Background: an optimization exercise with open tools, aiming at small area. Do not read the settings as production practice.
RTL that was checked went through simulation tests only; none was proved equivalent to the original.
The RTL of runs 4 to 7 was laid out without a check of its function.
Power is estimated from default activity; no workload was simulated.

### flow/design.v
`timescale 1ns / 1ps
module mfe_led7seg_74hc595_controller (
    clk,
    rst,
    dat,
    vld,
    rdy,
    sclk,
    rclk,
    dio
    );
function integer clogb2;
   input [31:0] value;
   integer 	i;
   begin
      clogb2 = 0;
      for(i = 0; 2**i < value; i = i + 1)
	clogb2 = i + 1;
   end
endfunction
parameter   DIG_NUM       = 8;                           
parameter   SEG_NUM       = 8;                           
localparam  DAT_WIDTH_RAW = DIG_NUM + SEG_NUM;
localparam  DAT_WIDTH     = 2**clogb2(DAT_WIDTH_RAW);    
parameter   DIV_WIDTH     = 8;                           
input                     clk;
input                     rst;
input [DAT_WIDTH - 1 : 0] dat;
input                     vld;
output                    rdy;
output                    sclk;
output                    rclk;
output                    dio;
reg [DAT_WIDTH - 1 : 0] dat_reg;
reg                     start;
reg [DIV_WIDTH - 1:0]   div_cnt;
reg                     sclk_reg;
wire                    sclk_enb;
localparam CNT_WIDTH = clogb2(DAT_WIDTH);
reg [CNT_WIDTH - 1 : 0] cnt;
reg                     rclk_enb;
wire                    stop;
assign stop = rclk & (div_cnt == 0);
localparam MISS_BIT = DAT_WIDTH - DAT_WIDTH_RAW;
always @(posedge clk) begin
    if (rst) begin
        dat_reg <= {DAT_WIDTH{1'b0}};
    end
    else if (vld) begin
        dat_reg <= {dat[DAT_WIDTH_RAW - 1 -: DAT_WIDTH>>1],
                    {MISS_BIT{1'b0}}, dat[0 +: ((DAT_WIDTH>>1) - MISS_BIT)]};
    end
    else if (sclk_enb) begin
        dat_reg <= dat_reg << 1;
    end
end
always @(posedge clk) begin
    if (rst) begin
        start <= 1'b0;
    end
    else if (vld) begin
        start <= 1'b1;
    end
    else if (stop) begin
        start <= 1'b0;
    end
end
assign rdy = ~start;
assign dio = dat_reg[DAT_WIDTH - 1];
always @(posedge clk) begin
    if (rst) begin
        div_cnt <= {DIV_WIDTH{1'b0}};
    end
    else begin
        div_cnt <= div_cnt + 1'b1;
    end
end
assign sclk_enb = (div_cnt == 'd1) & sclk_reg;
always @(posedge clk) begin
    if (rst) begin
        sclk_reg <= 1'b0;
    end
    else if (start) begin
        if (div_cnt == 0) sclk_reg <= ~sclk_reg;
    end
end
assign sclk = sclk_reg & start;
always @(posedge clk) begin
    if (rst) begin
        cnt <= {CNT_WIDTH{1'b0}};
    end
    else if (start & sclk_enb) begin
        cnt <= cnt + 1'b1;
    end
end
always @(posedge clk) begin
    if (rst) begin
        rclk_enb <= 1'b0;
    end
    else if (vld) begin
        rclk_enb <= 1'b0;
    end
    else if (sclk_enb) begin
        rclk_enb <= 1'b1;
    end
end
assign rclk = (cnt == 'd0) & ~sclk & rclk_enb;
endmodule
`timescale 1ns / 1ps
module mfe_led7seg_74hc595_controller_wrapper (
    clk,
    rst,
    dat,
    vld,
    sclk,
    rclk,
    dio
    );
parameter   DIG_NUM       = 8;                       
parameter   SEG_NUM       = 8;                       
localparam  CHA_WIDTH     = DIG_NUM + SEG_NUM;       
localparam  DAT_WIDTH     = SEG_NUM * DIG_NUM;       
parameter   DIV_WIDTH     = 8;                       
function integer clogb2;
   input [31:0] value;
   integer 	i;
   begin
      clogb2 = 0;
      for(i = 0; 2**i < value; i = i + 1)
	clogb2 = i + 1;
   end
endfunction
input                     clk;
input                     rst;
input [DAT_WIDTH - 1 : 0] dat;
input                     vld;
output                    sclk;
output                    rclk;
output                    dio;
reg  [DAT_WIDTH - 1 : 0] dat_reg;
wire [CHA_WIDTH - 1 : 0] char_pos [DIG_NUM - 1 : 0];
always @(posedge clk) begin
    if (rst) begin
        dat_reg <= {DAT_WIDTH{1'b0}};
    end
    else if (vld) begin
        dat_reg <= dat;
    end
end
genvar i;
generate
    for (i = 0; i < DIG_NUM; i = i + 1) begin
        assign char_pos[i] = dat_reg[SEG_NUM * (i + 1) - 1 : SEG_NUM * i];
    end
endgenerate
localparam CNT_WIDTH = clogb2(DIG_NUM);
reg [CHA_WIDTH - 1 : 0] char;
reg [CNT_WIDTH - 1 : 0] cnt;
reg [  DIG_NUM - 1 : 0] pos;
wire                    char_vld;
wire                    ready;
assign char_vld = ready;
always @(posedge clk) begin
    if (rst) cnt <= 0;
    else if (char_vld) begin
        cnt <= cnt + 1'b1; 
    end
end
always @(posedge clk) begin
    if (rst) begin
        pos  <= {{{DIG_NUM - 1}{1'b0}}, 1'b1};
    end
    else if (char_vld) begin
        pos  <= {pos[DIG_NUM - 2 : 0], pos[DIG_NUM - 1]};
    end
end
always @(posedge clk) begin
    if (rst) begin
        char <= {CHA_WIDTH{1'b0}};
    end
    else begin
        char <= {char_pos[cnt], pos};
    end
end
mfe_led7seg_74hc595_controller
    #(
    .DIG_NUM    (DIG_NUM),
    .SEG_NUM    (SEG_NUM),
    .DIV_WIDTH  (DIV_WIDTH)
    )
led7seg_74hc595_ctrl
    (
    .clk        (clk),
    .rst        (rst),
    .dat        (char),
    .vld        (char_vld),
    .rdy        (ready),
    .sclk       (sclk),
    .rclk       (rclk),
    .dio        (dio)
    );
endmodule
### flow/run.sh
#!/bin/bash
# synth_recipe.tcl (not shown) runs the flow's synth.tcl, then flattens the netlist and writes it again
# the make line also repeats each setting of config.mk as NAME=value (left out here)
make -C /OpenROAD-flow-scripts/flow DESIGN_CONFIG=/design/flow/config.mk WORK_HOME=/design/flow/orfs CLKGATE_MAP_FILE= SYNTH_SCRIPT=/design/flow/synth_recipe.tcl finish
### flow/config.mk
export PLATFORM = sky130hd
export DESIGN_NAME = mfe_led7seg_74hc595_controller_wrapper
export DESIGN_NICKNAME = mfe_led7seg_74hc595_controller_wrapper
export VERILOG_FILES = /design/flow/design.v
export SDC_FILE = /design/flow/constraint.sdc
export NUM_CORES = 4
export LEC_CHECK = 0
export CAP_MARGIN = 20
export CORE_MARGIN = 2
export CORE_UTILIZATION = 40
export SLEW_MARGIN = 20
### flow/constraint.sdc
create_clock -name core_clock -period 5.0 [get_ports {clk}]
set_input_delay 1.0000 -clock core_clock [delete_from_list [all_inputs] [get_ports {clk}]]
set_output_delay 1.0000 -clock core_clock [all_outputs]
set_load 0.01 [all_outputs]
==> flow_metrics.env, run 1 <==
export IMPL_layout_core_utilization=0.521
export IMPL_xor_xnor_fraction_of_synth_area=0.00676
export IMPL_start_util=0.410
export IMPL_cp_slowest_stage_delay_ns=0.62
export IMPL_period_minus_slack_ns=3.19
export IMPL_rr_startpoint="cnt[0]$_SDFFE_PP0N_"
export IMPL_post_drt_via_cell_ratio=5.15
export IMPL_post_route_period_util=0.639
export IMPL_most_common_layout_cells="122 x dfxtp_1, 82 x nor2_1, 72 x mux2i_1, 67 x clkdlybuf4s50_1, 26 x nand2_1"
export IMPL_rsz_0062_raised_after_global_routing="false"
export IMPL_fin_nets=665
export IMPL_irDropWorstVdd_mv=0.285
export IMPL_yosys_area_top_type="dfxtp_1"
export IMPL_drc_violation_count_after_routing=0
export IMPL_clkTransAtPathRegs_ns=0.05
export IMPL_port_buffer_count=69
export IMPL_synth_area_in_adders=0.0266
export IMPL_detail_route_iter0_violations=308
export IMPL_critPathKind="flip-flop to output pin"
export IMPL_cp_startpoint="led7seg_74hc595_ctrl.start$_SDFF_PP0_"
export IMPL_synth_lib_cells_used_distinct=45
export IMPL_clock_root_buffer="clkbuf_16"
export IMPL_antenna_found_initial=0
export IMPL_ctsResizeCount=0
export IMPL_pwr_density_cell_nw_per_um2=397
export IMPL_post_synth_instance_area_um2=5180
export IMPL_worstPathRequired_ns=4.00
export IMPL_fraction_of_the_mapped_netlist_area_in_compound_gates=0.0797
export IMPL_global_route_overflow_total=0
export IMPL_numCtsBuffers=17
export IMPL_critical_path_endpoint_type="output pin"
export IMPL_synth_yosys_seq_area_share=0.471
export IMPL_drv_max_cap_violation_count=0
export IMPL_clock_sinks=122
export IMPL_core_area_um2=12600
export IMPL_ctsLongestPathBuffers=2
export IMPL_placement_rows=41
export IMPL_p_leak_uw=0.00279
export IMPL_timing_max_slew_rel_slack=0.289
export IMPL_yosys_mux_area_fraction=0.174
export IMPL_routed_wl_um=11700
export IMPL_synth_nets=618
export IMPL_critical_path_arrival_ns=2.19
export IMPL_grt_start_max_net_pins=85
export IMPL_postSynthRegisterBits=122
export IMPL_synth_enable_flop_cells=0
export IMPL_setup_viol=0
export IMPL_max_reg_flops=64
export IMPL_die_h_um=118
export IMPL_clkLatencyLatePin_ns=0.42
export IMPL_final_hold_worst_slack_ns=0.423
export IMPL_tritoncts="done"
export IMPL_timing_hold_worst_class="flip-flop to flip-flop"
export IMPL_post_synth_top_area_fraction=0.471
export IMPL_layout_cells_most_common="dfxtp_1"
export IMPL_synth_ff_type="dfxtp_1"
export IMPL_dr_total_vias=3969
export IMPL_syn2layout_area_growth_pct=26.9
export IMPL_worst_hold_startpoint="char[6]$_SDFF_PP0_"
export IMPL_cts_hold_fix_buffers=0
export IMPL_ant_nets=0
export IMPL_postSynth_asyncResetShare=0
export IMPL_final_fill_count=1182
export IMPL_dp_hpwl_um=7700
export IMPL_path_max_fanout=36
export IMPL_yosysWarnings=2
export IMPL_synthCells=540
export IMPL_worst_slew_pin_transition_ns=1.07
export IMPL_syn_area_per_cell_um2=9.59
export IMPL_synth_top_family_by_area="simple AND/OR/NAND/NOR gates"
export IMPL_drt_pass1_iter_count=4
export IMPL_fmax_mhz=313
export IMPL_gp_congestion=0.747
export IMPL_antenna_cells=0
export IMPL_final_setup_tns_ns=0
export IMPL_post_route_cells_drive_above_1_share=0.0968
export IMPL_detail_route_wl_per_cell_um=15.2
export IMPL_critPathSlowestCell="clkdlybuf4s50_1"
export IMPL_hold_viol_final=0
export IMPL_yosys_area_share_simple=0.195
export IMPL_die_area_um2=13900
export IMPL_fp_dieW_um=118
export IMPL_grtUsageTotal=0.179
export IMPL_ioPinCount=70
export IMPL_status="no timing/DRC/antenna violations"
export IMPL_drv_slew=0
export IMPL_vias_in_the_first_global_route=3954
export IMPL_cts_htree_levels=4
export IMPL_global_route_wire_length_before_repair_um=19700
export IMPL_post_synth_main_area_contributors="dfxtp_1 47%, mux2i_1 14%, nor2_1 5.9%, mux2_2 3.3%, and3b_1 2.7%"
export IMPL_critical_path_cell_chain="buf_4 > nand2_1 > inv_1 > nor4_1 > clkdlybuf4s50_1"
export IMPL_post_cts_setup_buffer_count=0
export IMPL_fin_skew_ns=0.00705
export IMPL_critPathLaunchType="flip-flop"
## per-layer routing
metal  routed length (um)  vias to the layer above  track usage
met2                 5430                       90        0.274
met3                  578                       18       0.0591
met4                  178                        0       0.0685
met1                 5560                     1866        0.234
li1                     -                     1995            -
met5                    0                        -            0
## Yosys cell counts, types with 2 or more instances
cell type / count
dfxtp_1: 122
or3_1: 3
and3b_1: 16
or4_1: 2
inv_1: 9
mux2_2: 15
nor4_1: 2
o21ai_0: 12
a22o_1: 7
o31ai_1: 3
nand3_1: 19
nor2b_1: 12
buf_1: 5
o21ai_1: 6
nor3_1: 9
buf_6: 3
a311oi_1: 7
nand4_1: 20
a21oi_1: 9
a221oi_1: 8
nand2_1: 26
clkbuf_1: 30
nor3b_1: 2
mux2i_1: 72
xor2_1: 3
ha_1: 11
nor2_1: 82
buf_2: 8
## worst max-delay path, delay by kind of cell (launching register included)
family                 cells  cell delay, ns
AND/OR/NAND/NOR            2            0.53
buffers and inverters      3            0.96
flip-flops                 1            0.29
## through the flow
step,std cells,total power (uW),instance area [um^2],setup slack (ns)
floorplan,540,1220,5180,2.56
global placement,740,1300,5920,2.32
global route,771,2710,6570,1.66
CTS,771,2640,6570,1.77
finish,771,2610,6570,1.81
detailed placement,740,1310,5920,2.21
## report_power, final
group,switching [uW],internal (uW)
Sequential,29.3,1030
Combinational,113,119
Clock,411,907
## final timing paths
path	to	slack, ns	depth (start not counted)
min	led7seg_74hc595_ctrl.dat_reg[6]$_SDFFE_PP0P_	0.42	2
max reg2reg	char[13]$_SDFF_PP0_	2.60	5
min reg2reg	led7seg_74hc595_ctrl.dat_reg[6]$_SDFFE_PP0P_	0.42	2
max	rclk	1.81	5
## cell type report
type / instances / area (um^2) / share of cell area
multi-input cells: 363 / 2510 / 0.382
well taps: 172 / 215 / 0.0327
repair buffers: 74 / 723 / 0.110
flip-flops and latches: 122 / 2440 / 0.372
clock inverters: 7 / 135 / 0.0206
clock buffers: 24 / 512 / 0.0779
inverters: 9 / 33.8 / 0.00514
## cell families (layout without fill, tap and decap cells)
| family | after synthesis | after routing |
|---|---|---|
| AO/OA/AOI/OAI | 59 | 59 |
| XOR/XNOR | 4 | 4 |
| adder cells (fa/ha/maj) | 11 | 11 |
| buffers and inverters | 55 | 114 |
| flip-flops | 122 | 122 |
| multiplexers | 88 | 88 |
| AND/OR/NAND/NOR | 201 | 201 |
==> run 2, diff against run 1 <==
==> flow/design.v (replaced) <==
module mfe_led7seg_74hc595_controller (
    clk,
    rst,
    seg,
    dig,
    sclk,
    rclk,
    dio
    );
input           clk;
input           rst;
input  [7 : 0]  seg;      
output [2 : 0]  dig;      
output          sclk;
output          rclk;
output          dio;
reg  [7 : 0] div;
reg  [5 : 0] slot;
reg          first;       
reg  [2 : 0] dig;
reg  [7 : 0] seg_reg;     
wire div0 = (div == 8'd0);
wire div1 = (div == 8'd1);
wire last = (slot == 6'd33);
always @(posedge clk) begin
    if (rst) begin
        div <= 8'd0;
    end
    else begin
        div <= div + 1'b1;
    end
end
always @(posedge clk) begin
    if (rst) begin
        slot <= 6'd0;
    end
    else if (div0) begin
        slot <= last ? 6'd0 : slot + 1'b1;
    end
end
always @(posedge clk) begin
    if (rst) begin
        first <= 1'b1;
    end
    else if (div0 & last) begin
        first <= 1'b0;
    end
end
always @(posedge clk) begin
    if (rst) begin
        dig <= 3'd0;
    end
    else if (div0 & (slot == 6'd32)) begin
        dig <= dig + 1'b1;
    end
end
always @(posedge clk) begin
    if (rst) begin
        seg_reg <= 8'd0;
    end
    else if (div0 & last) begin
        seg_reg <= seg;
    end
end
assign sclk = ((slot[0] == 1'b0) & (slot != 6'd0) & (slot <= 6'd32))
            | ((slot == 6'd0) & ~first & ~div1);
assign rclk = last | ((slot == 6'd0) & div1 & ~first);
wire [5 : 0] bslot = div1 ? slot - 1'b1 : slot;
wire [3 : 0] k     = bslot[4 : 1];
wire [2 : 0] b     = ~k[2 : 0];
wire         pbit  = ~first & (dig == b);
assign dio = ~bslot[5] & (k[3] ? pbit : seg_reg[b]);
endmodule
module mfe_led7seg_74hc595_controller_wrapper (
    clk,
    rst,
    dat,
    vld,
    sclk,
    rclk,
    dio
    );
input           clk;
input           rst;
input  [63 : 0] dat;
input           vld;
output          sclk;
output          rclk;
output          dio;
reg  [63 : 0] dat_reg;
always @(posedge clk) begin
    if (rst) begin
        dat_reg <= 64'd0;
    end
    else if (vld) begin
        dat_reg <= dat;
    end
end
wire [2 : 0] dig;
wire [7 : 0] seg = dat_reg[8 * dig +: 8];
mfe_led7seg_74hc595_controller led7seg_74hc595_ctrl (
    .clk  (clk),
    .rst  (rst),
    .seg  (seg),
    .dig  (dig),
    .sclk (sclk),
    .rclk (rclk),
    .dio  (dio)
    );
endmodule
==> flow/flow/run.sh (new file) <==
#!/bin/bash
# Standard ORFS layout, with the port buffers made from the smallest buffer
# cell instead of the one buffer_ports picks by default.
set -euo pipefail
export BUFFER_PORTS_ARGS="-buffer_cell sky130_fd_sc_hd__buf_1"
bash standard.sh > standard.log 2>&1
==> flow/standard.sh (new file) <==
#!/bin/bash
# synth_recipe.tcl (not shown) runs the flow's synth.tcl, then flattens the netlist and writes it again
# the make line also repeats each setting of config.mk as NAME=value (left out here)
make -C /OpenROAD-flow-scripts/flow DESIGN_CONFIG=/design/flow/config.mk WORK_HOME=/design/flow/orfs CLKGATE_MAP_FILE= SYNTH_SCRIPT=/design/flow/synth_recipe.tcl "${@:-finish}"
removed: flow/run.sh
==> run 2 against run 1 <==
Still clean. Wire length down 25%. Non-clock buffer count down 3. Register-to-register slack worse by 0.09 ns. Sequential power down 27%. Sequential cell count down 32. Core utilization down 6.2 points. Combinational power down 13%. Sequential share of layout area up 1.4 points.
==> flow_metrics.env, run 2 <==
export IMPL_status="no timing/DRC/antenna violations"
export IMPL_start_util=0.406
export IMPL_critical_path_arrival_ns=2.78
export IMPL_tritoncts="done"
export IMPL_synthCells=415
export IMPL_irDropWorstVdd_mv=0.145
export IMPL_post_route_cells_drive_above_1_share=0.0930
export IMPL_routed_wl_um=8780
export IMPL_global_route_overflow_total=0
export IMPL_gp_congestion=0.869
export IMPL_die_area_um2=11200
export IMPL_drv_max_cap_violation_count=0
export IMPL_max_reg_flops=64
export IMPL_clock_root_buffer="clkbuf_8"
export IMPL_critical_path_n_buffers_inverters=2
export IMPL_rsz_0062_raised_after_global_routing="false"
export IMPL_port_buffer_count=69
export IMPL_core_area_um2=10200
export IMPL_yosys_area_top_type="dfxtp_1"
export IMPL_numCtsBuffers=9
export IMPL_post_synth_top_area_fraction=0.435
export IMPL_yosysWarnings=2
export IMPL_pwr_density_cell_nw_per_um2=320
export IMPL_path_max_fanout=7
export IMPL_setup_viol=0
export IMPL_cts_htree_levels=3
export IMPL_synth_yosys_seq_area_share=0.435
export IMPL_timing_hold_worst_class="flip-flop to flip-flop"
export IMPL_fmax_mhz=265
export IMPL_cp_slowest_stage_delay_ns=0.47
export IMPL_critical_path_cell_chain="inv_1 > ha_1 > nand4_2 > and2_4 > a2111o_1 > and4b_1 > a211o_1 > buf_1"
export IMPL_ctsLongestPathBuffers=2
export IMPL_synth_ff_type="dfxtp_1"
export IMPL_p_leak_uw=0.00188
export IMPL_clkTransAtPathRegs_ns=0.09
export IMPL_vias_in_the_first_global_route=3069
export IMPL_antenna_cells=0
export IMPL_final_fill_count=1029
export IMPL_post_route_period_util=0.755
export IMPL_seqCellArea_um2=1800
export IMPL_post_drt_via_cell_ratio=5.05
export IMPL_synth_nets=490
export IMPL_fin_nets=543
export IMPL_timing_max_slew_rel_slack=0.264
export IMPL_hold_viol_final=0
export IMPL_dp_hpwl_um=6150
export IMPL_layout_cells_most_common="nor2_1"
export IMPL_drv_slew=0
export IMPL_final_setup_tns_ns=0
export IMPL_ant_nets=0
export IMPL_drt_pass1_iter_count=4
export IMPL_die_h_um=106
export IMPL_layout_core_utilization=0.458
export IMPL_syn_area_per_cell_um2=9.97
export IMPL_syn2layout_area_growth_pct=12.8
export IMPL_synth_enable_flop_cells=0
export IMPL_critPathLaunchType="flip-flop"
export IMPL_global_route_wire_length_before_repair_um=14800
export IMPL_post_synth_top_count_cell="nor2_1"
export IMPL_post_cts_setup_buffer_count=0
export IMPL_wl_met1_um=4200
export IMPL_clock_sinks=90
export IMPL_grt_start_max_net_pins=70
export IMPL_postSynthRegisterBits=90
export IMPL_top_signal_layer_used="met4"
export IMPL_cpLargestDelayFamily="compound AO/OA/AOI/OAI gates"
export IMPL_post_synth_instance_area_um2=4140
export IMPL_clkLatencyLatePin_ns=0.36
export IMPL_multi_input_comb_area_um2=2180
export IMPL_detail_route_iter0_violations=86
export IMPL_post_synth_most_frequent_cells="93 x nor2_1, 90 x dfxtp_1, 66 x mux2i_1, 24 x nand2_1, 16 x mux4_2"
export IMPL_fin_skew_ns=0.0111
export IMPL_critPathSlowestCell="dfxtp_1"
export IMPL_antenna_found_initial=0
export IMPL_worstPathRequired_ns=4.00
export IMPL_worst_slew_pin_transition_ns=1.10
export IMPL_critical_path_endpoint_type="output pin"
export IMPL_drc_violation_count_after_routing=0
export IMPL_post_synth_main_area_contributors="dfxtp_1 44%, mux2i_1 16%, mux4_2 8.7%, nor2_1 8.4%, ha_1 2.4%"
export IMPL_dr_total_vias=3076
export IMPL_period_minus_slack_ns=3.78
export IMPL_fp_dieW_um=106
export IMPL_cts_hold_fix_buffers=0
export IMPL_route_met3_wl_um=365
export IMPL_detail_route_wl_per_cell_um=14.4
export IMPL_ctsResizeCount=0
export IMPL_postSynth_asyncResetShare=0
export IMPL_synth_lib_cells_used_distinct=44
export IMPL_most_common_layout_cells="93 x nor2_1, 90 x dfxtp_1, 67 x buf_1, 66 x mux2i_1, 24 x nand2_1"
export IMPL_ioPinCount=70
export IMPL_critPathKind="flip-flop to output pin"
export IMPL_placement_rows=37
export IMPL_grtUsageTotal=0.166
export IMPL_dr_wl_met2_um=4130
## run 2: cell count changes in the layout (fill, tap and decap cells not counted), sizes merged, moves of 17 or more
cell,change
clkdlybuf4s50,-67
dfxtp,-32
o21ai,-17
buf,+63
## run 2: worst paths after layout
kind / slack [ns] / endpoint / from / depth (start not counted)
min: 0.48 / led7seg_74hc595_ctrl.div[0]$_SDFF_PP0_ / led7seg_74hc595_ctrl.div[0]$_SDFF_PP0_ / 1
max reg2reg: 2.51 / led7seg_74hc595_ctrl.slot[3]$_SDFFE_PP0P_ / led7seg_74hc595_ctrl.div[2]$_SDFF_PP0_ / 5
min reg2reg: 0.48 / led7seg_74hc595_ctrl.div[0]$_SDFF_PP0_ / led7seg_74hc595_ctrl.div[0]$_SDFF_PP0_ / 1
max: 1.22 / dio / led7seg_74hc595_ctrl.slot[1]$_SDFFE_PP0P_ / 8
## run 2: layout make-up
class / count / share of cell area
Clock buffer: 11 / 0.0303
Clock inverter: 5 / 0.0134
Inverter: 9 / 0.00724
Multi-Input combinational cell: 287 / 0.467
Sequential cell: 90 / 0.386
Tap cell: 136 / 0.0365
Timing Repair Buffer: 71 / 0.0598
## run 2: stage by stage
step / hold slack (ns) / total power, uW / cells / setup WS [ns] / instance area, um^2
floorplan: 0.441 / 939 / 415 / 1.96 / 4140
global placement: 0.462 / 988 / 593 / 1.70 / 4460
detailed placement: 0.471 / 997 / 593 / 1.63 / 4460
CTS: 0.492 / 1510 / 609 / 1.24 / 4670
global route: 0.529 / 1570 / 609 / 0.982 / 4670
finish: 0.483 / 1490 / 609 / 1.22 / 4670
## run 2: logic make-up (layout without fill, tap and decap cells)
| family | Yosys count | count (layout) | synth area share |
|---|---|---|---|
| AO/OA/AOI/OAI | 23 | 23 | 0.0444 |
| XOR/XNOR | 19 | 19 | 0.0402 |
| adder cells (fa/ha/maj) | 8 | 8 | 0.0242 |
| buffers and inverters | 38 | 96 | 0.0384 |
| flip-flops | 90 | 90 | 0.435 |
| multiplexers | 82 | 82 | 0.247 |
| AND/OR/NAND/NOR | 155 | 155 | 0.171 |
## run 2: report_power, final
part / internal (uW) / switching (uW)
sequential: 752 / 24.5
combinational: 94.2 / 108
clock: 248 / 264
total: 1090 / 397
## run 2: routing by layer
| metal | GRT usage | vias to the layer above |
|---|---|---|
| li1 | - | 1554 |
| met1 | 0.217 | 1445 |
| met2 | 0.271 | 70 |
| met3 | 0.0421 | 7 |
| met4 | 0.0479 | 0 |
| met5 | 0 | - |
## run 2: worst register-to-register path: cells and delay by family (launching register included)
kind             cells  cell delay [ns]
DFF                  1             0.38
and+or+nand+nor      5             1.99
==> run 3, diff against run 2 <==
==> flow/run.sh (new file) <==
#!/bin/bash
# synth_recipe.tcl (not shown) runs the flow's synth.tcl, then flattens the netlist and writes it again
# the make line also repeats each setting of config.mk as NAME=value (left out here)
make -C /OpenROAD-flow-scripts/flow DESIGN_CONFIG=/design/flow/config.mk WORK_HOME=/design/flow/orfs CLKGATE_MAP_FILE= SYNTH_SCRIPT=/design/flow/synth_recipe.tcl finish
removed: flow/flow/run.sh
removed: flow/standard.sh
==> run 3 against run 2 <==
Synthesized cell count did not move. Die area did not move. Synthesized area did not move. Via count fell by 0.29%. Highest routed layer unchanged. Critical endpoint unchanged. Combinational power rose by 19%.
==> flow_metrics.env, run 3 <==
export IMPL_ctsResizeCount=0
export IMPL_detail_route_wl_per_cell_um=14.8
export IMPL_vias_in_the_first_global_route=3145
export IMPL_start_util=0.406
export IMPL_fp_dieW_um=106
export IMPL_pwr_density_cell_nw_per_um2=303
export IMPL_timing_hold_worst_class="flip-flop to flip-flop"
export IMPL_worstPathRequired_ns=4.00
export IMPL_antenna_cells=0
export IMPL_port_buffer_count=69
export IMPL_setup_viol=0
export IMPL_die_area_um2=11200
export IMPL_critical_path_arrival_ns=3.14
export IMPL_dp_hpwl_um=6170
export IMPL_tritoncts="done"
export IMPL_ioPinCount=70
export IMPL_p_leak_uw=0.00207
export IMPL_critical_path_endpoint_type="output pin"
export IMPL_synth_yosys_seq_area_share=0.435
export IMPL_rsz_0062_raised_after_global_routing="false"
export IMPL_layout_cells_most_common="nor2_1"
export IMPL_drc_violation_count_after_routing=0
export IMPL_placement_rows=37
export IMPL_final_fill_count=975
export IMPL_synth_enable_flop_cells=0
export IMPL_post_cts_setup_buffer_count=0
export IMPL_post_synth_top_area_fraction=0.435
export IMPL_fin_nets=544
export IMPL_finish_instance_area_um2=5100
export IMPL_dr_total_vias=3067
export IMPL_fmax_mhz=241
export IMPL_status="no timing/DRC/antenna violations"
export IMPL_post_synth_main_area_contributors="dfxtp_1 44%, mux2i_1 16%, mux4_2 8.7%, nor2_1 8.4%, ha_1 2.4%"
export IMPL_routed_wl_um=9000
export IMPL_numCtsBuffers=9
export IMPL_synth_lib_cells_used_distinct=44
export IMPL_clkTransAtPathRegs_ns=0.09
export IMPL_ant_nets=0
export IMPL_max_reg_flops=64
export IMPL_antenna_found_initial=0
export IMPL_hold_viol_final=0
export IMPL_post_route_cells_drive_above_1_share=0.0930
export IMPL_critPathLaunchType="flip-flop"
export IMPL_post_route_period_util=0.829
export IMPL_die_h_um=106
export IMPL_path_max_fanout=8
export IMPL_placedInstanceArea_um2=4890
export IMPL_cts_htree_levels=3
export IMPL_post_drt_via_cell_ratio=5.04
export IMPL_synth_ff_type="dfxtp_1"
export IMPL_synth_nets=490
export IMPL_most_common_layout_cells="93 x nor2_1, 90 x dfxtp_1, 67 x clkdlybuf4s50_1, 66 x mux2i_1, 24 x nand2_1"
export IMPL_detail_route_iter0_violations=128
export IMPL_synthCells=415
export IMPL_grt_start_max_net_pins=85
export IMPL_global_route_overflow_total=0
export IMPL_min_delay_path_depth=2
export IMPL_syn2layout_area_growth_pct=23.2
export IMPL_cts_hold_fix_buffers=0
export IMPL_post_synth_instance_area_um2=4140
export IMPL_clock_sinks=90
export IMPL_core_area_um2=10200
export IMPL_final_setup_tns_ns=0
export IMPL_period_minus_slack_ns=4.14
export IMPL_worst_slew_pin_transition_ns=1.07
export IMPL_drv_max_cap_violation_count=0
export IMPL_global_route_wire_length_before_repair_um=15000
export IMPL_post_synth_most_frequent_cells="93 x nor2_1, 90 x dfxtp_1, 66 x mux2i_1, 24 x nand2_1, 16 x mux4_2"
export IMPL_clock_root_buffer="clkbuf_8"
export IMPL_postSynthRegisterBits=90
export IMPL_timing_max_slew_rel_slack=0.286
export IMPL_fin_skew_ns=0.00807
export IMPL_syn_area_per_cell_um2=9.97
export IMPL_clkLatencyLatePin_ns=0.34
export IMPL_gp_congestion=0.861
export IMPL_drt_pass1_iter_count=4
export IMPL_drv_slew=0
export IMPL_critPathKind="flip-flop to output pin"
export IMPL_r2r_worst_path_cells=5
export IMPL_yosys_area_top_type="dfxtp_1"
export IMPL_post_synth_top_count_cell="nor2_1"
export IMPL_grtUsageTotal=0.168
export IMPL_ctsLongestPathBuffers=2
export IMPL_irDropWorstVdd_mv=0.167
export IMPL_postSynth_asyncResetShare=0
export IMPL_yosysWarnings=2
==> run 3: worst paths after layout <==
path / start / to / slack (ns)
max: led7seg_74hc595_ctrl.div[0]$_SDFF_PP0_ / dio / 0.86
min: dat_reg[45]$_SDFFE_PP0P_ / dat_reg[45]$_SDFFE_PP0P_ / 0.49
max reg2reg: led7seg_74hc595_ctrl.div[2]$_SDFF_PP0_ / led7seg_74hc595_ctrl.slot[2]$_SDFFE_PP0P_ / 2.50
min reg2reg: dat_reg[45]$_SDFFE_PP0P_ / dat_reg[45]$_SDFFE_PP0P_ / 0.49
==> run 3: per-stage QoR <==
step                hold WS [ns]  instances   util  setup WS, ns  power, uW
finish                     0.494        609  0.500         0.856       1550
global route               0.511        609  0.500         0.699       1610
CTS                        0.498        609  0.500         0.902       1560
detailed placement         0.478        594  0.480          1.28       1030
global placement           0.461        594  0.480          1.37       1030
floorplan                  0.441        415      -          1.96        939
==> run 3: kinds of logic after synthesis <==
group	count (synthesis)	synth area share
xor gates and xnor gates	19	0.0402
adders and majority gates	8	0.0242
and+or+nand+nor	155	0.171
AOI/OAI and AO/OA	23	0.0444
buffers and inverters	38	0.0384
DFF	90	0.435
muxes	82	0.247
==> run 3: area by class of cell <==
type / count / area, um^2 / share of cell area
multi-input cells: 287 / 2180 / 0.427
flip-flops and latches: 90 / 1800 / 0.353
repair buffers: 72 / 706 / 0.138
well taps: 136 / 170 / 0.0334
clock buffers: 10 / 128 / 0.0250
clock inverters: 5 / 80.1 / 0.0157
inverters: 9 / 33.8 / 0.00663
==> run 3: worst max-delay path, stage by stage (launching register included) <==
cell	delay (ns)
dfxtp_1	0.40
ha_1	0.20
nor3b_2	0.40
nand4_1	0.17
xnor2_1	0.32
o211ai_1	0.17
a2111oi_0	0.42
a211o_1	0.18
clkdlybuf4s50_1	0.54
==> run 3: power breakdown <==
part,internal [uW],switching [uW]
logic,131,109
registers,752,24.1
clock network,278,251
total,1160,384
==> run 3: per-layer routing <==
metal | global-route usage | vias to the layer above | routed length (um)
li1 | - | 1544 | -
met1 | 0.218 | 1457 | 4260
met2 | 0.278 | 51 | 4290
met3 | 0.0334 | 15 | 327
met4 | 0.0564 | 0 | 123
met5 | 0 | - | 0
==> run 4, diff against run 3 <==
==> flow/design.v (replaced) <==
module mfe_led7seg_74hc595_controller (
    clk,
    rst,
    seg,
    sel,
    sclk,
    rclk,
    dio
    );
input           clk;
input           rst;
input  [7 : 0]  seg;      
output [7 : 0]  sel;      
output          sclk;
output          rclk;
output          dio;
reg  [7 : 0] div;
wire         z61  = ~|div[6 : 1];
wire         z    = z61 & ~div[0];
wire         div0 = z & ~div[7];
wire         div1 = z61 & div[0] & ~div[7];
always @(posedge clk) begin
    if (rst) begin
        div <= 8'd0;
    end
    else begin
        div <= {div[6 : 0], div[7] ^ div[5] ^ div[4] ^ div[3] ^ z};
    end
end
reg  [5 : 0] slot;
reg          first;       
reg  [2 : 0] dig;
reg  [7 : 0] seg_reg;     
wire s32  = slot[5] & ~slot[0];
wire s33  = slot[5] &  slot[0];
wire [5 : 0] tgl;
assign tgl[0] = 1'b1;
assign tgl[1] = slot[0] & ~slot[5];
assign tgl[2] = slot[0] & slot[1];
assign tgl[3] = tgl[2] & slot[2];
assign tgl[4] = tgl[3] & slot[3];
assign tgl[5] = (tgl[4] & slot[4]) | s33;
always @(posedge clk) begin
    if (rst) begin
        slot <= 6'd0;
    end
    else if (div1) begin
        slot <= slot ^ tgl;
    end
end
always @(posedge clk) begin
    if (rst) begin
        first <= 1'b1;
    end
    else if (div0 & s33) begin
        first <= 1'b0;
    end
end
always @(posedge clk) begin
    if (rst) begin
        dig <= 3'd0;
    end
    else if (div1 & s32) begin
        dig <= dig + 1'b1;
    end
end
always @(posedge clk) begin
    if (rst) begin
        seg_reg <= 8'd0;
    end
    else if (div0 & s33) begin
        seg_reg <= seg;
    end
end
assign sel = 8'd1 << dig;
assign sclk = div1 ? (slot[0] & ~slot[5])
                   : (~slot[0] & (slot[5] | (slot[4 : 1] != 4'd0) | ~first));
assign rclk = slot[5] & (div1 | slot[0]);
wire [2 : 0] b    = ~slot[3 : 1];
wire         pbit = ~first & (dig == b);
assign dio = ~slot[5] & (slot[4] ? pbit : seg_reg[b]);
endmodule
module mfe_led7seg_74hc595_controller_wrapper (
    clk,
    rst,
    dat,
    vld,
    sclk,
    rclk,
    dio
    );
input           clk;
input           rst;
input  [63 : 0] dat;
input           vld;
output          sclk;
output          rclk;
output          dio;
wire [63 : 0] dat_reg;
mfe_led7seg_74hc595_store store (
    .clk  (clk),
    .ld   (vld & ~rst),
    .hd   (~vld & ~rst),
    .dat  (dat),
    .q    (dat_reg)
    );
wire [7 : 0] sel;     
reg  [7 : 0] seg;
integer      i;
always @(*) begin
    seg = 8'd0;
    for (i = 0; i < 8; i = i + 1) begin
        seg = seg | ({8{sel[i]}} & dat_reg[8 * i +: 8]);
    end
end
mfe_led7seg_74hc595_controller led7seg_74hc595_ctrl (
    .clk  (clk),
    .rst  (rst),
    .seg  (seg),
    .sel  (sel),
    .sclk (sclk),
    .rclk (rclk),
    .dio  (dio)
    );
endmodule
module mfe_led7seg_74hc595_store (
    clk,
    ld,
    hd,
    dat,
    q
    );
input             clk;
input             ld;
input             hd;
input  [63 : 0]   dat;
output [63 : 0]   q;
reg    [63 : 0]   q;
always @(posedge clk) begin
    q <= ({64{ld}} & dat) | ({64{hd}} & q);
end
endmodule
==> flow/flow/run.sh (new file) <==
#!/bin/bash
# Standard ORFS layout, with the port buffers made from the smallest buffer
# cell instead of the one buffer_ports picks by default.
set -euo pipefail
export BUFFER_PORTS_ARGS="-buffer_cell sky130_fd_sc_hd__buf_1"
bash standard.sh > standard.log 2>&1
==> flow/standard.sh (new file) <==
#!/bin/bash
# synth_recipe.tcl (not shown) runs the flow's synth.tcl, then flattens the netlist and writes it again
# the make line also repeats each setting of config.mk as NAME=value (left out here)
make -C /OpenROAD-flow-scripts/flow DESIGN_CONFIG=/design/flow/config.mk WORK_HOME=/design/flow/orfs CLKGATE_MAP_FILE= SYNTH_SCRIPT=/design/flow/synth_recipe.tcl "${@:-finish}"
--- a/flow/config.mk
+++ b/flow/config.mk
@@ -11 +11,2 @@
 export SLEW_MARGIN = 20
+export SYNTH_HIERARCHICAL = 1
removed: flow/run.sh
==> run 4 against run 3 <==
Core utilization fell by 5.0 points. Die area fell by 11%. Sequential share of layout area rose by 8.7 points. Non-clock buffer count rose by 1. Critical path depth fell by 4. Critical endpoint unchanged.
==> flow_metrics.env, run 4 <==
export IMPL_status="no timing/DRC/antenna violations"
export IMPL_drt_pass1_iter_count=4
export IMPL_clkLatencyLatePin_ns=0.36
export IMPL_tritoncts="done"
export IMPL_grtUsageTotal=0.168
export IMPL_dpl_cell_count=480
export IMPL_path_max_fanout=7
export IMPL_clkTransAtPathRegs_ns=0.09
export IMPL_worstPathRequired_ns=4.00
export IMPL_ioPinCount=70
export IMPL_finalWorstSetupSlack_ns=2.19
export IMPL_ctsLongestPathBuffers=2
export IMPL_min_delay_path_depth=1
export IMPL_layout_cells_most_common="dfxtp_1"
export IMPL_cts_hold_fix_buffers=0
export IMPL_drv_max_cap_violation_count=0
export IMPL_ant_nets=0
export IMPL_r2r_slack_ns=3.11
export IMPL_critical_path_arrival_ns=1.81
export IMPL_pwr_density_cell_nw_per_um2=357
export IMPL_post_synth_top_count_cell="dfxtp_1"
export IMPL_global_route_overflow_total=0
export IMPL_critPathLaunchType="flip-flop"
export IMPL_syn_area_per_cell_um2=11.3
export IMPL_cellInternalPower_uw=1100
export IMPL_post_route_period_util=0.562
export IMPL_die_h_um=99.9
export IMPL_detail_route_iter0_violations=120
export IMPL_gp_congestion=0.773
export IMPL_routed_wl_um=8040
export IMPL_most_common_layout_cells="90 x dfxtp_1, 69 x buf_1, 61 x a22o_1, 29 x a22oi_1, 15 x nor2_1"
export IMPL_post_synth_top_area_fraction=0.489
export IMPL_syn2layout_area_growth_pct=11.0
export IMPL_switching_power_share_of_the_total=0.244
export IMPL_dp_hpwl_um=5620
export IMPL_design_power_total_uw=1460
export IMPL_ctsResizeCount=0
export IMPL_synth_lib_cells_used_distinct=36
export IMPL_detail_route_wl_per_cell_um=16.2
export IMPL_die_area_um2=9990
export IMPL_worst_hold_startpoint="store.q[12]$_DFF_P_"
export IMPL_fin_nets=456
export IMPL_cts_htree_levels=3
export IMPL_global_route_wire_length_before_repair_um=13100
export IMPL_synth_yosys_seq_area_share=0.489
export IMPL_antenna_found_initial=0
export IMPL_max_reg_flops=64
export IMPL_hold_viol_final=0
export IMPL_start_util=0.406
export IMPL_post_synth_main_area_contributors="dfxtp_1 49%, a22o_1 15%, a22oi_1 5.9%, buf_6 5.8%, ha_1 3.1%"
export IMPL_synth_nets=401
export IMPL_final_setup_tns_ns=0
export IMPL_postSynthRegisterBits=90
export IMPL_timing_max_slew_rel_slack=0.460
export IMPL_p_leak_uw=0.00159
export IMPL_grt_start_max_net_pins=65
export IMPL_worst_slew_pin_transition_ns=0.808
export IMPL_vias_in_the_first_global_route=2617
export IMPL_sequentialPowerShare=0.535
export IMPL_yosys_area_top_type="dfxtp_1"
export IMPL_clock_root_buffer="clkbuf_8"
export IMPL_clock_sinks=90
export IMPL_drv_slew=0
export IMPL_synth_enable_flop_cells=0
export IMPL_critPathKind="flip-flop to output pin"
export IMPL_numCtsBuffers=9
export IMPL_fmax_mhz=356
export IMPL_post_drt_via_cell_ratio=5.40
export IMPL_post_route_cells_drive_above_1_share=0.0883
export IMPL_period_minus_slack_ns=2.81
export IMPL_yosysWarnings=9
export IMPL_total_switching_power_uw=356
export IMPL_fp_dieW_um=99.9
export IMPL_antenna_cells=0
export IMPL_fin_skew_ns=0.00800
export IMPL_synth_ff_type="dfxtp_1"
export IMPL_dr_total_vias=2680
export IMPL_combinationalPowerShare=0.085
export IMPL_timing_hold_worst_endpoint="store.q[12]$_DFF_P_"
export IMPL_postSynth_asyncResetShare=0
export IMPL_synthCells=325
export IMPL_post_synth_instance_area_um2=3680
export IMPL_placement_rows=35
export IMPL_worst_slack_placed_ns=2.47
export IMPL_p_clk_frac=0.379
export IMPL_setup_viol=0
export IMPL_port_buffer_count=69
export IMPL_rsz_0062_raised_after_global_routing="false"
export IMPL_core_area_um2=9060
export IMPL_post_cts_setup_buffer_count=0
export IMPL_drc_violation_count_after_routing=0
export IMPL_timing_hold_worst_class="flip-flop to flip-flop"
export IMPL_irDropWorstVdd_mv=0.157
export IMPL_rr_startpoint="led7seg_74hc595_ctrl.dig[0]$_SDFFE_PP0P_"
export IMPL_fin_cells=496
export IMPL_r2r_worst_path_cells=7
export IMPL_critical_path_endpoint_type="output pin"
export IMPL_post_synth_most_frequent_cells="90 x dfxtp_1, 61 x a22o_1, 29 x a22oi_1, 19 x buf_6, 16 x nor2_1"
export IMPL_critical_path_reg2reg_endpoint="led7seg_74hc595_ctrl.seg_reg[4]$_SDFFE_PP0P_"
[run 4: cell type report]
class / count / area [um^2]
Fill cell: 886 / 4980
Inverter: 3 / 11.3
Timing Repair Buffer: 73 / 289
Clock buffer: 9 / 124
Multi-Input combinational cell: 203 / 1620
Clock inverter: 7 / 101
Sequential cell: 90 / 1800
Tap cell: 111 / 139
[run 4: worst max-delay path, stage by stage, from the launching register on]
cell	delay (ns)
dfxtp_1	0.51
mux2_2	0.37
o311ai_0	0.28
o21ai_0	0.15
buf_1	0.14
[run 4: worst max-delay path by stage]
stage / start / endpoint / slack (ns) / depth (start not counted)
floorplan: led7seg_74hc595_ctrl.slot[3]$_SDFFE_PP0P_ / dio / 2.69 / 4
CTS: led7seg_74hc595_ctrl.slot[3]$_SDFFE_PP0P_ / dio / 2.12 / 4
global placement: rst / store.q[3]$_DFF_P_ / 2.48 / 5
finish: led7seg_74hc595_ctrl.slot[3]$_SDFFE_PP0P_ / dio / 2.19 / 4
detailed placement: rst / store.q[29]$_DFF_P_ / 2.47 / 5
global route: led7seg_74hc595_ctrl.slot[3]$_SDFFE_PP0P_ / dio / 2.03 / 4
[run 4: cell families after synthesis]
group / share of synthesized area
buffers and inverters: 0.0744
AND/OR/NAND/NOR: 0.105
flip-flops: 0.489
XOR/XNOR: 0.0238
AO/OA/AOI/OAI: 0.240
multiplexers: 0.0364
adder cells (fa/ha/maj): 0.0306
[run 4: stage by stage]
step	utilization	cell area [um^2]	hold WS, ns
final	0.451	4090	0.477
after global routing	0.451	4090	0.497
after CTS	0.451	4090	0.482
after detailed placement	0.426	3860	0.456
after global placement	0.426	3860	0.455
after floorplan	-	3680	0.440
[run 4: metal layers]
layer,wire [um],global-route usage,vias up,part of all wire
li1,-,-,1323,-
met1,4000,0.241,1274,0.50
met2,3530,0.242,77,0.44
met3,423,0.0501,6,0.053
met4,93,0.0558,0,0.012
met5,0,0,-,0
[run 4: per-module statistics from Yosys (local to each module, per instance)]
module	cell area, um^2	copies in the design	cells
mfe_led7seg_74hc595_store	2000	1	142
mfe_led7seg_74hc595_controller	1290	1	133
mfe_led7seg_74hc595_controller_wrapper	389	1	50
[run 4: power groups by stage]
| stage | clock network (uW) | registers (uW) | logic, uW |
|---|---|---|---|
| 6_report | 554 | 782 | 124 |
| 3_5_place_dp | 0 | 798 | 125 |
| 5_1_grt | 605 | 787 | 138 |
| 2_1_floorplan | 0 | 788 | 101 |
| 3_3_place_gp | 0 | 798 | 123 |
| 4_1_cts | 571 | 782 | 126 |
==> run 5, diff against run 4 <==
==> flow/flow/run.sh (replaced) <==
#!/bin/bash
# Standard ORFS layout, with the port buffers made from the smallest buffer
# cell, and a clock tree of a few leaf clusters without dummy loads.
set -euo pipefail
export BUFFER_PORTS_ARGS="-buffer_cell sky130_fd_sc_hd__buf_1"
export CTS_ARGS="-sink_clustering_enable -repair_clock_nets -dont_use_dummy_load -buf_list sky130_fd_sc_hd__clkbuf_8 -sink_clustering_size 30 -sink_clustering_max_diameter 200"
bash standard.sh > standard.log 2>&1
==> run 5 against run 4 <==
Still clean. Clock power is 31% lower. Maximum frequency grew 0.98%. Hold slack barely moved. Clock skew is 0.022 ns higher. Non-clock buffer count did not move. Synthesized area did not move. Total power decreased by 12%. First-iteration DRC count up 11%. Register-to-register slack about the same. Clock-buffer cell count stayed put. Critical path depth stayed put. Critical path type unchanged. Largest power group unchanged.
==> flow_metrics.env, run 5 <==
export IMPL_path_max_fanout=7
export IMPL_critical_path_cell_chain="mux2_2 > o311ai_0 > o21ai_0 > buf_1"
export IMPL_timing_hold_worst_class="flip-flop to flip-flop"
export IMPL_dp_hpwl_um=5620
export IMPL_clkLatencyLatePin_ns=0.36
export IMPL_cts_hold_fix_buffers=0
export IMPL_period_minus_slack_ns=2.79
export IMPL_r2r_slack_ns=3.11
export IMPL_fp_dieW_um=99.9
export IMPL_clock_sinks=90
export IMPL_global_route_wire_length_before_repair_um=12900
export IMPL_post_cts_setup_buffer_count=0
export IMPL_post_synth_top_area_fraction=0.489
export IMPL_irDropWorstVdd_mv=0.148
export IMPL_layout_cells_most_common="dfxtp_1"
export IMPL_critical_path_arrival_ns=1.79
export IMPL_critical_path_n_buffers_inverters=1
export IMPL_most_common_layout_cells="90 x dfxtp_1, 69 x buf_1, 61 x a22o_1, 29 x a22oi_1, 15 x nor2_1"
export IMPL_synth_lib_cells_used_distinct=36
export IMPL_tritoncts="done"
export IMPL_post_route_cells_drive_above_1_share=0.0714
export IMPL_gp_congestion=0.773
export IMPL_critPathSlowestCell="dfxtp_1"
export IMPL_die_h_um=99.9
export IMPL_post_synth_main_area_contributors="dfxtp_1 49%, a22o_1 15%, a22oi_1 5.9%, buf_6 5.8%, ha_1 3.1%"
export IMPL_postSynthRegisterBits=90
export IMPL_post_route_period_util=0.557
export IMPL_detail_route_wl_per_cell_um=16.2
export IMPL_pwr_density_cell_nw_per_um2=323
export IMPL_antenna_cells=0
export IMPL_layout_core_utilization=0.440
export IMPL_post_synth_top_count_cell="dfxtp_1"
export IMPL_finish_instance_area_um2=3990
export IMPL_drv_slew=0
export IMPL_synthCells=325
export IMPL_post_synth_most_frequent_cells="90 x dfxtp_1, 61 x a22o_1, 29 x a22oi_1, 19 x buf_6, 16 x nor2_1"
export IMPL_worstPathRequired_ns=4.00
export IMPL_post_drt_via_cell_ratio=5.42
export IMPL_start_util=0.406
export IMPL_ant_nets=0
export IMPL_clkTransAtPathRegs_ns=0.08
export IMPL_routed_wl_um=7940
export IMPL_ctsResizeCount=0
export IMPL_detail_route_iter0_violations=133
export IMPL_rsz_0062_raised_after_global_routing="false"
export IMPL_core_area_um2=9060
export IMPL_antenna_found_initial=0
export IMPL_design_power_total_uw=1290
export IMPL_synth_yosys_seq_area_share=0.489
export IMPL_worst_slew_pin_transition_ns=0.804
export IMPL_drc_violation_count_after_routing=0
export IMPL_drt_pass1_iter_count=4
export IMPL_synth_enable_flop_cells=0
export IMPL_critPathLaunchType="flip-flop"
export IMPL_placedInstanceArea_um2=3860
export IMPL_cp_slowest_stage_delay_ns=0.50
export IMPL_final_setup_tns_ns=0
export IMPL_final_fill_count=892
export IMPL_fin_skew_ns=0.0301
export IMPL_critPathKind="flip-flop to output pin"
export IMPL_drv_max_cap_violation_count=0
export IMPL_setup_viol=0
export IMPL_critical_path_endpoint_type="output pin"
export IMPL_port_buffer_count=69
export IMPL_hold_viol_final=0
export IMPL_postSynth_asyncResetShare=0
export IMPL_synth_ff_type="dfxtp_1"
export IMPL_numCtsBuffers=9
export IMPL_die_area_um2=9990
export IMPL_post_synth_instance_area_um2=3680
export IMPL_ctsLongestPathBuffers=2
export IMPL_yosys_area_top_type="dfxtp_1"
export IMPL_syn2layout_area_growth_pct=8.26
export IMPL_timing_max_slew_rel_slack=0.463
export IMPL_fin_nets=456
export IMPL_grt_start_max_net_pins=65
export IMPL_synth_nets=401
export IMPL_ioPinCount=70
export IMPL_placement_rows=35
export IMPL_fmax_mhz=359
export IMPL_grtUsageTotal=0.166
export IMPL_vias_in_the_first_global_route=2573
export IMPL_dr_total_vias=2648
export IMPL_status="no timing/DRC/antenna violations"
export IMPL_yosysWarnings=9
export IMPL_clock_root_buffer="clkbuf_8"
export IMPL_cpLargestDelayFamily="flip-flops"
export IMPL_cts_htree_levels=3
export IMPL_syn_area_per_cell_um2=11.3
export IMPL_max_reg_flops=64
export IMPL_final_hold_worst_slack_ns=0.477
export IMPL_global_route_overflow_total=0
export IMPL_p_leak_uw=0.00154
run 5: cell counts after synthesis:
No cell type changed its count.
run 5: worst paths after layout:
| check | start | endpoint | cells past startpoint |
|---|---|---|---|
| worst max register to register | led7seg_74hc595_ctrl.dig[0]$_SDFFE_PP0P_ | led7seg_74hc595_ctrl.seg_reg[2]$_SDFFE_PP0P_ | 7 |
| worst min register to register | store.q[12]$_DFF_P_ | store.q[12]$_DFF_P_ | 1 |
| worst min-delay path | store.q[12]$_DFF_P_ | store.q[12]$_DFF_P_ | 1 |
| worst max-delay path | led7seg_74hc595_ctrl.slot[3]$_SDFFE_PP0P_ | dio | 4 |
run 5: layer usage:
layer / vias up / global-route usage / wire length (um)
met5: - / 0 / 0
met4: 0 / 0.0474 / 82
met3: 5 / 0.0501 / 468
met2: 69 / 0.236 / 3380
met1: 1257 / 0.242 / 4000
li1: 1317 / - / -
run 5: metrics by stage:
stage | worst slack, ns | std cells
2_1_floorplan | 2.69 | 325
3_3_place_gp | 2.48 | 480
3_5_place_dp | 2.47 | 480
4_1_cts | 2.16 | 489
5_1_grt | 2.07 | 489
6_report | 2.21 | 489
run 5: where the power goes:
part           internal, uW  leakage (uW)  switching, uW  total, uW
combinational          63.5      0.000739           60.6        124
clock                   162     0.0000647            221        382
sequential              755      0.000738           27.1        782
total                   980       0.00154            308       1290
run 5: area by class of cell:
class	count	area, um^2	share of cell area
inverters	3	11.3	0.00283
repair buffers	73	289	0.0725
multi-input cells	203	1620	0.407
flip-flops and latches	90	1800	0.452
well taps	111	139	0.0349
clock buffers	9	124	0.0311
run 5: cell families (layout without fill, tap and decap cells):
group | after synthesis | after routing | synth area share
multiplexers | 12 | 12 | 0.0364
buffers and inverters | 32 | 85 | 0.0744
AND/OR/NAND/NOR | 65 | 65 | 0.105
flip-flops | 90 | 90 | 0.489
XOR/XNOR | 10 | 10 | 0.0238
AO/OA/AOI/OAI | 107 | 107 | 0.240
adder cells (fa/ha/maj) | 9 | 9 | 0.0306
run 5: modules after synthesis (local to each module, per instance):
| module | cell area (um^2) | flops+latches | copies in the design | cells inside |
|---|---|---|---|---|
| mfe_led7seg_74hc595_controller | 1290 | 26 | 1 | 133 |
| mfe_led7seg_74hc595_store | 2000 | 64 | 1 | 142 |
| mfe_led7seg_74hc595_controller_wrapper | 389 | 0 | 1 | 50 |
run 5: worst register-to-register path: cells and delay by family, from the launching register on:
family / cells / cell delay (ns)
and+or+nand+nor: 3 / 0.84
muxes: 1 / 0.08
buffers and inverters: 1 / 0.14
AOI/OAI and AO/OA: 1 / 0.23
adders and majority gates: 1 / 0.18
DFF: 1 / 0.36
==> run 6, diff against run 5 <==
==> flow/flow/run.sh (replaced) <==
#!/bin/bash
# Standard ORFS layout, with the port buffers made from the smallest buffer
# cell, and a clock tree of a few leaf clusters without dummy loads.
set -euo pipefail
export BUFFER_PORTS_ARGS="-buffer_cell sky130_fd_sc_hd__buf_1"
export CTS_ARGS="-repair_clock_nets -dont_use_dummy_load -buf_list sky130_fd_sc_hd__clkbuf_8"
bash standard.sh > standard.log 2>&1
==> run 6 against run 5 <==
Still clean on timing, DRC and antenna. Setup slack stayed put. Clock-buffer cell count stayed put. Maximum frequency stayed put. Register-to-register slack hardly changed. Via count stayed put. Core utilization stayed put. Sequential power hardly changed. Non-clock buffer count stayed put. Total power stayed put. Synthesized area stayed put. Clock power hardly changed. Critical path depth stayed put.
==> flow_metrics.env, run 6 <==
export IMPL_status="no timing/DRC/antenna violations"
export IMPL_drv_max_cap_violation_count=0
export IMPL_critPathKind="flip-flop to output pin"
export IMPL_routed_wl_um=7940
export IMPL_synth_enable_flop_cells=0
export IMPL_p_leak_uw=0.00154
export IMPL_post_drt_via_cell_ratio=5.42
export IMPL_irDropWorstVdd_mv=0.148
export IMPL_yosys_area_top_type="dfxtp_1"
export IMPL_antenna_cells=0
export IMPL_start_util=0.406
export IMPL_critPathLaunchType="flip-flop"
export IMPL_period_minus_slack_ns=2.79
export IMPL_clkTransAtPathRegs_ns=0.08
export IMPL_grt_start_max_net_pins=65
export IMPL_worst_slew_pin_transition_ns=0.804
export IMPL_drc_violation_count_after_routing=0
export IMPL_timing_hold_worst_class="flip-flop to flip-flop"
export IMPL_yosysWarnings=9
export IMPL_core_area_um2=9060
export IMPL_clkLatencyLatePin_ns=0.36
export IMPL_detail_route_iter0_violations=133
export IMPL_finish_instance_area_um2=3990
export IMPL_pwr_density_cell_nw_per_um2=323
export IMPL_grtUsageTotal=0.166
export IMPL_synth_yosys_seq_area_share=0.489
export IMPL_detail_route_wl_per_cell_um=16.2
export IMPL_dp_hpwl_um=5620
export IMPL_synth_nets=401
export IMPL_fin_cells=489
export IMPL_max_reg_flops=64
export IMPL_vias_in_the_first_global_route=2573
export IMPL_synth_ff_type="dfxtp_1"
export IMPL_worst_slack_placed_ns=2.47
export IMPL_cts_htree_levels=3
export IMPL_post_synth_main_area_contributors="dfxtp_1 49%, a22o_1 15%, a22oi_1 5.9%, buf_6 5.8%, ha_1 3.1%"
export IMPL_clock_root_buffer="clkbuf_8"
export IMPL_gp_congestion=0.773
export IMPL_fin_skew_ns=0.0301
export IMPL_clock_sinks=90
export IMPL_dpl_cell_count=480
export IMPL_layout_cells_most_common="dfxtp_1"
export IMPL_post_route_period_util=0.557
export IMPL_synth_lib_cells_used_distinct=36
export IMPL_numCtsBuffers=9
export IMPL_postSynthRegisterBits=90
export IMPL_ctsLongestPathBuffers=2
export IMPL_setup_viol=0
export IMPL_sequentialPowerShare=0.607
export IMPL_syn2layout_area_growth_pct=8.26
export IMPL_port_buffer_count=69
export IMPL_final_setup_tns_ns=0
export IMPL_global_route_wire_length_before_repair_um=12900
export IMPL_tritoncts="done"
export IMPL_post_synth_top_area_fraction=0.489
export IMPL_postSynth_asyncResetShare=0
export IMPL_hold_viol_final=0
export IMPL_critical_path_endpoint_type="output pin"
export IMPL_worstPathRequired_ns=4.00
export IMPL_placement_rows=35
export IMPL_fin_nets=456
export IMPL_r2r_slack_ns=3.11
export IMPL_synthCells=325
export IMPL_most_common_layout_cells="90 x dfxtp_1, 69 x buf_1, 61 x a22o_1, 29 x a22oi_1, 15 x nor2_1"
export IMPL_cts_hold_fix_buffers=0
export IMPL_post_synth_top_count_cell="dfxtp_1"
export IMPL_antenna_found_initial=0
export IMPL_placedInstanceArea_um2=3860
export IMPL_path_max_fanout=7
export IMPL_post_synth_instance_area_um2=3680
export IMPL_combinationalPowerShare=0.096
export IMPL_rsz_0062_raised_after_global_routing="false"
export IMPL_drt_pass1_iter_count=4
export IMPL_p_clk_frac=0.297
export IMPL_post_route_cells_drive_above_1_share=0.0714
export IMPL_fmax_mhz=359
export IMPL_post_cts_setup_buffer_count=0
export IMPL_total_switching_power_uw=308
export IMPL_switching_power_share_of_the_total=0.239
export IMPL_dr_total_vias=2648
export IMPL_die_h_um=99.9
export IMPL_timing_max_slew_rel_slack=0.463
export IMPL_finalWorstSetupSlack_ns=2.21
export IMPL_cellInternalPower_uw=980
export IMPL_ant_nets=0
export IMPL_post_synth_most_frequent_cells="90 x dfxtp_1, 61 x a22o_1, 29 x a22oi_1, 19 x buf_6, 16 x nor2_1"
export IMPL_critical_path_arrival_ns=1.79
export IMPL_fp_dieW_um=99.9
export IMPL_syn_area_per_cell_um2=11.3
export IMPL_ioPinCount=70
export IMPL_die_area_um2=9990
export IMPL_drv_slew=0
export IMPL_global_route_overflow_total=0
export IMPL_ctsResizeCount=0
==> run 6: worst max-delay path, stage by stage (launching register included) <==
cell      delay (ns)
dfxtp_1         0.50
mux2_2          0.37
o311ai_0        0.28
o21ai_0         0.15
buf_1           0.14
==> run 6: layout make-up <==
type                            count  area, um^2
Timing Repair Buffer               73         289
Clock buffer                        9         124
Fill cell                         892        5080
Multi-Input combinational cell    203        1620
Inverter                            3        11.3
Tap cell                          111         139
Sequential cell                    90        1800
==> run 6: final timing paths <==
path / to / depth (start not counted) / startpoint
worst max-delay path: dio / 4 / led7seg_74hc595_ctrl.slot[3]$_SDFFE_PP0P_
worst min-delay path: store.q[12]$_DFF_P_ / 1 / store.q[12]$_DFF_P_
worst max register to register: led7seg_74hc595_ctrl.seg_reg[2]$_SDFFE_PP0P_ / 7 / led7seg_74hc595_ctrl.dig[0]$_SDFFE_PP0P_
worst min register to register: store.q[12]$_DFF_P_ / 1 / store.q[12]$_DFF_P_
==> run 6: metal layers <==
metal | share of wire | vias up | GRT usage
li1 | - | 1317 | -
met1 | 0.50 | 1257 | 0.242
met2 | 0.43 | 69 | 0.236
met3 | 0.059 | 5 | 0.0501
met4 | 0.010 | 0 | 0.0474
met5 | 0 | - | 0
==> run 6: metrics by stage <==
stage                     hold WS, ns   util  power, uW
after floorplan                 0.440      -        889
after global placement          0.455  0.426        921
after detailed placement        0.456  0.426        923
after CTS                       0.478  0.440       1300
after global routing            0.496  0.440       1350
final                           0.477  0.440       1290
==> run 6: Yosys stat by module (local to each module, per instance) <==
module,copies in the design,flops+latches
mfe_led7seg_74hc595_store,1,64
mfe_led7seg_74hc595_controller,1,26
mfe_led7seg_74hc595_controller_wrapper,1,0
==> run 6: cells by family after synthesis <==
family                   count (synthesis)  share of synthesized area
AND/OR/NAND/NOR                         65                      0.105
flip-flops                              90                      0.489
adder cells (fa/ha/maj)                  9                     0.0306
XOR/XNOR                                10                     0.0238
buffers and inverters                   32                     0.0744
AO/OA/AOI/OAI                          107                      0.240
multiplexers                            12                     0.0364
==> run 6: power groups by stage <==
| stage | Sequential [uW] | Clock, uW | Combinational [uW] |
|---|---|---|---|
| floorplan | 788 | 0 | 101 |
| global placement | 798 | 0 | 123 |
| detailed placement | 798 | 0 | 125 |
| CTS | 782 | 396 | 126 |
| global route | 787 | 428 | 138 |
| finish | 782 | 382 | 124 |
==> run 7, diff against run 6 <==
--- a/flow/flow/run.sh
+++ b/flow/flow/run.sh
@@ -5,3 +5,3 @@
 export BUFFER_PORTS_ARGS="-buffer_cell sky130_fd_sc_hd__buf_1"
-export CTS_ARGS="-repair_clock_nets -dont_use_dummy_load -buf_list sky130_fd_sc_hd__clkbuf_8"
+export CTS_ARGS="-sink_clustering_enable -repair_clock_nets -dont_use_dummy_load -buf_list sky130_fd_sc_hd__clkbuf_16 -sink_clustering_size 50 -sink_clustering_max_diameter 200"
 bash standard.sh > standard.log 2>&1
==> run 7 against run 6 <==
Still clean on timing, DRC and antenna. Clock-buffer cell count stayed put. Via count is 0.42% lower. Cell area is 2.5% higher. Register-to-register slack hardly changed. Total power is 14% higher. Die area stayed put. Largest cell class unchanged.
==> flow_metrics.env, run 7 <==
export IMPL_cts_htree_levels=3
export IMPL_synth_ff_type="dfxtp_1"
export IMPL_dp_hpwl_um=5620
export IMPL_syn2layout_area_growth_pct=11.0
export IMPL_hold_viol_final=0
export IMPL_synth_enable_flop_cells=0
export IMPL_period_minus_slack_ns=2.77
export IMPL_start_util=0.406
export IMPL_yosys_area_top_type="dfxtp_1"
export IMPL_grt_start_max_net_pins=65
export IMPL_clkTransAtPathRegs_ns=0.07
export IMPL_detail_route_wl_per_cell_um=16.3
export IMPL_gp_congestion=0.773
export IMPL_post_synth_main_area_contributors="dfxtp_1 49%, a22o_1 15%, a22oi_1 5.9%, buf_6 5.8%, ha_1 3.1%"
export IMPL_critical_path_endpoint_type="output pin"
export IMPL_status="no timing/DRC/antenna violations"
export IMPL_dr_wl_met2_um=3360
export IMPL_dr_total_vias=2637
export IMPL_worst_slew_pin_transition_ns=0.817
export IMPL_routed_wl_um=7980
export IMPL_fmax_mhz=361
export IMPL_top_signal_layer_used="met4"
export IMPL_post_synth_most_frequent_cells="90 x dfxtp_1, 61 x a22o_1, 29 x a22oi_1, 19 x buf_6, 16 x nor2_1"
export IMPL_postSynth_asyncResetShare=0
export IMPL_synth_yosys_seq_area_share=0.489
export IMPL_post_synth_instance_area_um2=3680
export IMPL_drv_max_cap_violation_count=0
export IMPL_route_met3_wl_um=349
export IMPL_path_max_fanout=7
export IMPL_fin_skew_ns=0.0200
export IMPL_global_route_overflow_total=0
export IMPL_critPathKind="flip-flop to output pin"
export IMPL_synth_nets=401
export IMPL_irDropWorstVdd_mv=0.194
export IMPL_synth_lib_cells_used_distinct=36
export IMPL_die_h_um=99.9
export IMPL_fp_dieW_um=99.9
export IMPL_clkLatencyLatePin_ns=0.34
export IMPL_drt_pass1_iter_count=4
export IMPL_port_buffer_count=69
export IMPL_vias_in_the_first_global_route=2574
export IMPL_global_route_wire_length_before_repair_um=12900
export IMPL_timing_hold_worst_class="flip-flop to flip-flop"
export IMPL_wl_met1_um=4160
export IMPL_most_common_layout_cells="90 x dfxtp_1, 69 x buf_1, 61 x a22o_1, 29 x a22oi_1, 15 x nor2_1"
export IMPL_post_synth_top_area_fraction=0.489
export IMPL_post_route_cells_drive_above_1_share=0.0714
export IMPL_synthCells=325
export IMPL_p_leak_uw=0.00159
export IMPL_layout_cells_most_common="dfxtp_1"
export IMPL_cts_hold_fix_buffers=0
export IMPL_final_hold_worst_slack_ns=0.473
export IMPL_final_fill_count=874
export IMPL_antenna_cells=0
export IMPL_die_area_um2=9990
export IMPL_design_power_total_uw=1460
export IMPL_placement_rows=35
export IMPL_critPathLaunchType="flip-flop"
export IMPL_post_cts_setup_buffer_count=0
export IMPL_timing_max_slew_rel_slack=0.454
export IMPL_pwr_density_cell_nw_per_um2=358
export IMPL_post_drt_via_cell_ratio=5.39
export IMPL_ant_nets=0
export IMPL_tritoncts="done"
export IMPL_critical_path_arrival_ns=1.77
export IMPL_multi_input_comb_area_um2=1620
export IMPL_rsz_0062_raised_after_global_routing="false"
export IMPL_finalWorstSetupSlack_ns=2.23
export IMPL_fin_nets=456
export IMPL_post_synth_top_count_cell="dfxtp_1"
export IMPL_ioPinCount=70
export IMPL_ctsResizeCount=0
export IMPL_core_area_um2=9060
export IMPL_setup_viol=0
export IMPL_worst_slack_placed_ns=2.47
export IMPL_ctsLongestPathBuffers=2
export IMPL_final_setup_tns_ns=0
export IMPL_clock_sinks=90
export IMPL_drv_slew=0
export IMPL_detail_route_iter0_violations=112
export IMPL_clock_root_buffer="clkbuf_16"
export IMPL_grtUsageTotal=0.166
export IMPL_worstPathRequired_ns=4.00
export IMPL_postSynthRegisterBits=90
export IMPL_post_route_period_util=0.553
export IMPL_yosysWarnings=9
export IMPL_max_reg_flops=64
export IMPL_layout_core_utilization=0.451
export IMPL_syn_area_per_cell_um2=11.3
export IMPL_antenna_found_initial=0
export IMPL_drc_violation_count_after_routing=0
export IMPL_seqCellArea_um2=1800
export IMPL_numCtsBuffers=9
-- run 7: path summary, 6_finish.rpt --
| path | startpoint | end | slack, ns | depth (start not counted) |
|---|---|---|---|---|
| worst max-delay path | led7seg_74hc595_ctrl.slot[3]$_SDFFE_PP0P_ | dio | 2.23 | 4 |
| worst min-delay path | store.q[40]$_DFF_P_ | store.q[40]$_DFF_P_ | 0.47 | 1 |
| worst max register to register | led7seg_74hc595_ctrl.dig[0]$_SDFFE_PP0P_ | led7seg_74hc595_ctrl.seg_reg[2]$_SDFFE_PP0P_ | 3.12 | 7 |
| worst min register to register | store.q[40]$_DFF_P_ | store.q[40]$_DFF_P_ | 0.47 | 1 |
-- run 7: cell type report --
type	count	area share
Clock buffer	9	0.0551
Inverter	3	0.00276
Multi-Input combinational cell	203	0.397
Sequential cell	90	0.441
Tap cell	111	0.0340
Timing Repair Buffer	73	0.0707
-- run 7: kinds of logic (layout without fill, tap and decap cells) --
family / Yosys count / after routing / share of synthesized area
AOI/OAI and AO/OA: 107 / 107 / 0.240
muxes: 12 / 12 / 0.0364
xor gates and xnor gates: 10 / 10 / 0.0238
adders and majority gates: 9 / 9 / 0.0306
and+or+nand+nor: 65 / 65 / 0.105
DFF: 90 / 90 / 0.489
buffers and inverters: 32 / 85 / 0.0744
-- run 7: per-stage QoR --
step           area, um^2  std cells
3_5_place_dp         3860        480
4_1_cts              4090        489
6_report             4090        489
3_3_place_gp         3860        480
5_1_grt              4090        489
2_1_floorplan        3680        325
-- run 7: report_power, final --
group          total, uW  internal (uW)  leakage (uW)  switching, uW
sequential           783            756      0.000738           27.1
clock                558            316      0.000111            241
combinational        124           63.5      0.000739           60.8
total               1460           1140       0.00159            329
-- run 7: per-module statistics from Yosys (local to each module, per instance) --
module / times used / flops+latches / area, um^2 / cells
mfe_led7seg_74hc595_store: 1 / 64 / 2000 / 142
mfe_led7seg_74hc595_controller_wrapper: 1 / 0 / 389 / 50
mfe_led7seg_74hc595_controller: 1 / 26 / 1290 / 133
-- run 7: worst max-delay path, cell delays in order (launching register included) --
cell	delay [ns]
dfxtp_1	0.50
mux2_2	0.37
o311ai_0	0.28
o21ai_0	0.15
buf_1	0.14
-- run 7: routing by layer --
metal  GRT usage  up-vias
li1            -     1316
met1       0.240     1252
met2       0.241       61
met3      0.0439        8
met4      0.0537        0
met5           0        -

==> what the ideal ports hide <==
How much do the figures lean on ideal ports? The routed layouts below were timed once more, with nothing changed but the port constraints. Step 1 assumes that a clkbuf_16 drives the clock port and a buf_2 every other input. Step 2 also shifts input and output timing later by t, the mid clock arrival at the registers, as if the neighbouring blocks saw the same clock. a / b / c = ideal / step 1 / step 2; a / b = the first two.
run	shift t [ns]	setup WS [ns]
run 1	0.452	1.806 / 1.768 / 2.219
run 2	0.385	1.223 / 1.189 / 1.574
run 3	0.372	0.856 / 0.823 / 1.195
run 4	0.383	2.188 / 2.156 / 2.416
run 5	0.374	2.215 / 2.183 / 2.425
run 6	0.374	2.215 / 2.183 / 2.425
run 7	0.364	2.233 / 2.195 / 2.409
After both steps setup and hold are still met in every run listed.
